This is an optimization exercise on Yosys and OpenROAD, whose aim is a short achievable clock period and few clock cycles, not a production implementation.
The RTL was checked by simulation tests, not by an equivalence proof against the original design.
No driver is modelled on the clock port, so clocking that relies on it looks cheaper here than on a real chip.
Power figures rest on the tool's default switching activity, not on a simulated workload.

## microP
module microP(
    input clk,
    input reset,
    output [7:0] imem_addr,
    input [16:0] imem_data,
    output [7:0] dmem_addr,
    output [7:0] dmem_wdata,
    output dmem_we,
    input [7:0] dmem_rdata,
    input [7:0] data_in,
    output out_we,
    output [7:0] data_out_col,
    output [7:0] data_out_addr
    );
Size: about 990 cells after synthesis, ~77 I/O pins, ~10000 um^2 of cells after synthesis.
clock: 5.0 ns
lec_check: 0
cap_margin: 20
core_margin: 2
core_utilization: 40
place_density: 0.6
setup_slack_margin: 3.0
slew_margin: 20
synth_hierarchical: 1
synth_minimum_keep_size: 0
tns_end_percent: 100
standard.sh (not shown) runs the stock make flow with config.mk's settings and CLKGATE_MAP_FILE= SYNTH_SCRIPT=/design/flow/synth_recipe.tcl, a recipe that flattens the netlist after the stock synthesis.
==> flow/flow/run.sh <==
#!/bin/bash
# The standard layout (standard.sh), with three changes to how it is made:
# the resizer may swap a cell for one of another footprint, the port buffers
# are buf_4 cells (the standard flow's default is a delay buffer), and after
# clock tree synthesis's setup repair a second repair pass runs
# (flow/post_cts.tcl, through ORFS's POST_CTS_TCL hook).
set -euo pipefail
bash standard.sh MATCH_CELL_FOOTPRINT=0 "BUFFER_PORTS_ARGS=-buffer_cell sky130_fd_sc_hd__buf_4" \
    "POST_CTS_TCL=$(pwd)/flow/post_cts.tcl" finish > standard_flow.log 2>&1
==> flow/flow/post_cts.tcl <==
# A second setup repair after CTS's own (same margin), then legalize again.
estimate_parasitics -placement
repair_timing -setup -setup_margin $::env(SETUP_SLACK_MARGIN) -repair_tns 100 -verbose
detailed_placement
check_placement -verbose
estimate_parasitics -placement
Testbench counts at the start, summed over its fixed seeds: cycles 51,068.
Change:
--- a/flow/design.v
+++ b/flow/design.v
@@ -101,24 +101,26 @@
            .zr_a(zr_a), .redirect(redirect), .redirect_n(redirect_n));
 wire [7:0] rpc_n;
 rpc_sel RPC(.jmr_f(is_jmr & fwd_a), .jmr_r(is_jmr & fwd_an), .other(~is_jmr),
             .sum(sum), .ra(ra), .alt(ALT_id), .y_n(rpc_n));
 wire [7:0] next_pc;
 wire en_if = reset & ~stall;
 pc_select PCS(.hold(stall), .en(en_if), .en_n(~en_if), .pred(pred_if), .pred_hi(pred_if_hi),
               .redirect(redirect), .redirect_n(redirect_n), .redirect_hi(redirect_hi),
               .redirect_n_hi(redirect_n_hi), .pc(PC_id), .target(target),
               .pc1(PC1), .rpc_n(rpc_n), .next_pc(next_pc));
 wire [7:0] A_d, B_d, A_do, B_do;
-opnd_sel_a OPA(.fwd(fwd_a), .fwd_n(fwd_an), .add_e(add_e), .slt_e(slt_e), .coutn(coutn),
-               .sum(sum), .fast(fast), .r(ra), .q(A_d), .q2(A_do));
+wire [10:0] pre_a = {add_e, 1'b0, ~add_e, 1'b0, ~add_e & ~slt_e, 1'b0, slt_e, 1'b0, 1'b0, 1'b1, 1'b0};
+opnd_sel OPA(.fwd(fwd_a), .fwd_n(fwd_an), .pre(pre_a),
+             .cout(cout), .coutn(coutn), .sum(sum), .sumn(sumn), .fast(fast), .fastn(fastn),
+             .imm(8'd0), .r(ra), .rn(ran), .q(A_d), .q2(A_do));
 opnd_sel OPB(.fwd(fwd_b), .fwd_n(fwd_bn), .pre(pre_b),
              .cout(cout), .coutn(coutn), .sum(sum), .sumn(sumn), .fast(fast), .fastn(fastn),
              .imm(imm), .r(rb), .rn(rbn), .q(B_d), .q2(B_do));
 always @(posedge clk) begin
     PC <= next_pc;
 end
 always @(posedge clk) begin
     stall_q <= stall_next;
     v_id <= reset & ~stall & ~redirect;
     IR <= imem_data;
     PC_id <= PC;
@@ -397,51 +399,22 @@
         nand3m N(.a(n1[i]), .b(n2[i]), .c(n3[i]), .y(q[i]));
         nand3o O(.a(n1[i]), .b(n2[i]), .c(n3[i]), .y(q2[i]));
     end
 endgenerate
 endmodule
 module nand3o(input a, input b, input c, output y);
 assign y = ~(a & b & c);
 endmodule
 module nand4o(input a, input b, input c, input d, output y);
 assign y = ~(a & b & c & d);
 endmodule
-module opnd_sel_a(
-    input fwd, input fwd_n, input add_e, input slt_e, input coutn,
-    input [7:0] sum, input [7:0] fast, input [7:0] r,
-    output [7:0] q, output [7:0] q2
-    );
-wire s_sum = fwd & add_e;
-wire s_fast = fwd & ~add_e;
-wire s_fast0 = fwd & ~add_e & ~slt_e;
-wire s_slt = fwd & slt_e;
-wire [7:0] n1, n2, n3;
-genvar i;
-generate
-    for (i = 0; i < 8; i = i + 1) begin : gb
-        nand1 E(.a(i == 0 ? s_fast0 : s_fast), .b(fast[i]), .y(n1[i]));
-        nand1 R(.a(fwd_n), .b(r[i]), .y(n2[i]));
-        nand1 L(.a(s_sum), .b(sum[i]), .y(n3[i]));
-    end
-endgenerate
-wire slt_n;
-nand1 S(.a(s_slt), .b(coutn), .y(slt_n));
-nand4m Q0(.a(n1[0]), .b(n2[0]), .c(n3[0]), .d(slt_n), .y(q[0]));
-nand4o O0(.a(n1[0]), .b(n2[0]), .c(n3[0]), .d(slt_n), .y(q2[0]));
-generate
-    for (i = 1; i < 8; i = i + 1) begin : gq
-        nand3m N(.a(n1[i]), .b(n2[i]), .c(n3[i]), .y(q[i]));
-        nand3o O(.a(n1[i]), .b(n2[i]), .c(n3[i]), .y(q2[i]));
-    end
-endgenerate
-endmodule
 module nand3m(input a, input b, input c, output y);
 assign y = ~(a & b & c);
 endmodule
 module nand4m(input a, input b, input c, input d, output y);
 assign y = ~(a & b & c & d);
 endmodule
 module aoi222(input a1, input a2, input b1, input b2, input c1, input c2, output y);
 assign y = ~((a1 & a2) | (b1 & b2) | (c1 & c2));
 endmodule
 module inc8(input [7:0] a, output [7:0] y);
 assign y = a + 8'd1;
What happened: Setup slack loses 8.5 ps. Area after synthesis goes up by 2.6%. Global-route usage goes down by 0.27 points. Wire length goes up by 5.3%. Sequential power hardly moves. Maximum frequency goes down by 0.41%. Non-clock buffer count goes up by 1. Core utilization goes up by 0.21 points.
Testbench counts after the change, summed over its fixed seeds: cycles 51,068.

---

Setup of job 101:
microP again, from the RTL that the note above started with.
Settings: LEC_CHECK=0, CAP_MARGIN=20, CORE_MARGIN=2, CORE_UTILIZATION=40, PLACE_DENSITY=0.6, SETUP_SLACK_MARGIN=3.0, SLEW_MARGIN=20, SYNTH_HIERARCHICAL=1, SYNTH_MINIMUM_KEEP_SIZE=0, TNS_END_PERCENT=100; clock period 5.0 ns.
==> flow/flow/run.sh <==
#!/bin/bash
# The standard layout (standard.sh), with two changes to how it is made:
# the resizer may swap a cell for one of another footprint, and the port
# buffers are buf_4 cells (the standard flow's default is a delay buffer).
set -euo pipefail
bash standard.sh MATCH_CELL_FOOTPRINT=0 "BUFFER_PORTS_ARGS=-buffer_cell sky130_fd_sc_hd__buf_4" finish > standard_flow.log 2>&1
Testbench counts of job 101, summed over its fixed seeds: cycles 51,068.
Modified inputs, job 102 compared to job 101
--- a/flow/design.v
+++ b/flow/design.v
@@ -101,24 +101,26 @@
            .zr_a(zr_a), .redirect(redirect), .redirect_n(redirect_n));
 wire [7:0] rpc_n;
 rpc_sel RPC(.jmr_f(is_jmr & fwd_a), .jmr_r(is_jmr & fwd_an), .other(~is_jmr),
             .sum(sum), .ra(ra), .alt(ALT_id), .y_n(rpc_n));
 wire [7:0] next_pc;
 wire en_if = reset & ~stall;
 pc_select PCS(.hold(stall), .en(en_if), .en_n(~en_if), .pred(pred_if), .pred_hi(pred_if_hi),
               .redirect(redirect), .redirect_n(redirect_n), .redirect_hi(redirect_hi),
               .redirect_n_hi(redirect_n_hi), .pc(PC_id), .target(target),
               .pc1(PC1), .rpc_n(rpc_n), .next_pc(next_pc));
 wire [7:0] A_d, B_d, A_do, B_do;
-opnd_sel_a OPA(.fwd(fwd_a), .fwd_n(fwd_an), .add_e(add_e), .slt_e(slt_e), .coutn(coutn),
-               .sum(sum), .fast(fast), .r(ra), .q(A_d), .q2(A_do));
+wire [10:0] pre_a = {add_e, 1'b0, ~add_e, 1'b0, ~add_e & ~slt_e, 1'b0, slt_e, 1'b0, 1'b0, 1'b1, 1'b0};
+opnd_sel OPA(.fwd(fwd_a), .fwd_n(fwd_an), .pre(pre_a),
+             .cout(cout), .coutn(coutn), .sum(sum), .sumn(sumn), .fast(fast), .fastn(fastn),
+             .imm(8'd0), .r(ra), .rn(ran), .q(A_d), .q2(A_do));
 opnd_sel OPB(.fwd(fwd_b), .fwd_n(fwd_bn), .pre(pre_b),
              .cout(cout), .coutn(coutn), .sum(sum), .sumn(sumn), .fast(fast), .fastn(fastn),
              .imm(imm), .r(rb), .rn(rbn), .q(B_d), .q2(B_do));
 always @(posedge clk) begin
     PC <= next_pc;
 end
 always @(posedge clk) begin
     stall_q <= stall_next;
     v_id <= reset & ~stall & ~redirect;
     IR <= imem_data;
     PC_id <= PC;
@@ -397,51 +399,22 @@
         nand3m N(.a(n1[i]), .b(n2[i]), .c(n3[i]), .y(q[i]));
         nand3o O(.a(n1[i]), .b(n2[i]), .c(n3[i]), .y(q2[i]));
     end
 endgenerate
 endmodule
 module nand3o(input a, input b, input c, output y);
 assign y = ~(a & b & c);
 endmodule
 module nand4o(input a, input b, input c, input d, output y);
 assign y = ~(a & b & c & d);
 endmodule
-module opnd_sel_a(
-    input fwd, input fwd_n, input add_e, input slt_e, input coutn,
-    input [7:0] sum, input [7:0] fast, input [7:0] r,
-    output [7:0] q, output [7:0] q2
-    );
-wire s_sum = fwd & add_e;
-wire s_fast = fwd & ~add_e;
-wire s_fast0 = fwd & ~add_e & ~slt_e;
-wire s_slt = fwd & slt_e;
-wire [7:0] n1, n2, n3;
-genvar i;
-generate
-    for (i = 0; i < 8; i = i + 1) begin : gb
-        nand1 E(.a(i == 0 ? s_fast0 : s_fast), .b(fast[i]), .y(n1[i]));
-        nand1 R(.a(fwd_n), .b(r[i]), .y(n2[i]));
-        nand1 L(.a(s_sum), .b(sum[i]), .y(n3[i]));
-    end
-endgenerate
-wire slt_n;
-nand1 S(.a(s_slt), .b(coutn), .y(slt_n));
-nand4m Q0(.a(n1[0]), .b(n2[0]), .c(n3[0]), .d(slt_n), .y(q[0]));
-nand4o O0(.a(n1[0]), .b(n2[0]), .c(n3[0]), .d(slt_n), .y(q2[0]));
-generate
-    for (i = 1; i < 8; i = i + 1) begin : gq
-        nand3m N(.a(n1[i]), .b(n2[i]), .c(n3[i]), .y(q[i]));
-        nand3o O(.a(n1[i]), .b(n2[i]), .c(n3[i]), .y(q2[i]));
-    end
-endgenerate
-endmodule
 module nand3m(input a, input b, input c, output y);
 assign y = ~(a & b & c);
 endmodule
 module nand4m(input a, input b, input c, input d, output y);
 assign y = ~(a & b & c & d);
 endmodule
 module aoi222(input a1, input a2, input b1, input b2, input c1, input c2, output y);
 assign y = ~((a1 & a2) | (b1 & b2) | (c1 & c2));
 endmodule
 module inc8(input [7:0] a, output [7:0] y);
 assign y = a + 8'd1;
Notes after the runs:
- | clock buffer count | lower: job 102 |
- Looking at job 102 and job 101, the sequential-cell power consumption is a wash.
- Against job 101 as the reference, job 102 delivers a lower sequential share of layout area.
- Going from job 101 to job 102, post-layout total power grows by 6.0%.
- Post-route core utilization in job 102 vs job 101: up 1.1 points
Testbench counts of job 102, summed over its fixed seeds: cycles 51,068.

afterwards: timing with drivers on the ports:
No port has a modelled driver above. Below, the same layouts with a new extraction and two added sets of constraints. Step 1, drivers: a clkbuf_16 drives clk and a buf_2 each remaining input, both assumed. Step 2 adds t to the input delays and takes it off the output delays; t is the mean of the earliest and latest rising clock arrival at the registers after step 1. Input paths then give back, and output paths get back, about the clock's delay inside the block. Slacks: ideal / step 1 / step 2; pairs: ideal / step 1.
run | t, ns | setup slack, ns | worst slew at a driven data input, ns
the first run of note 1 | 0.481 | 2.953 / 2.953 / 2.535 | 0.04
the second run of note 1 | 0.485 | 2.944 / 2.944 / 2.569 | 0.04
job 101 | 0.481 | 2.928 / 2.928 / 2.530 | 0.04
job 102 | 0.483 | 2.948 / 2.948 / 2.568 | 0.04
After both steps every run listed still meets setup and hold. For the first run of note 1, which loses most, drivers alone change the setup slack by 0.000 ns; drivers and shift together by -0.418 ns.
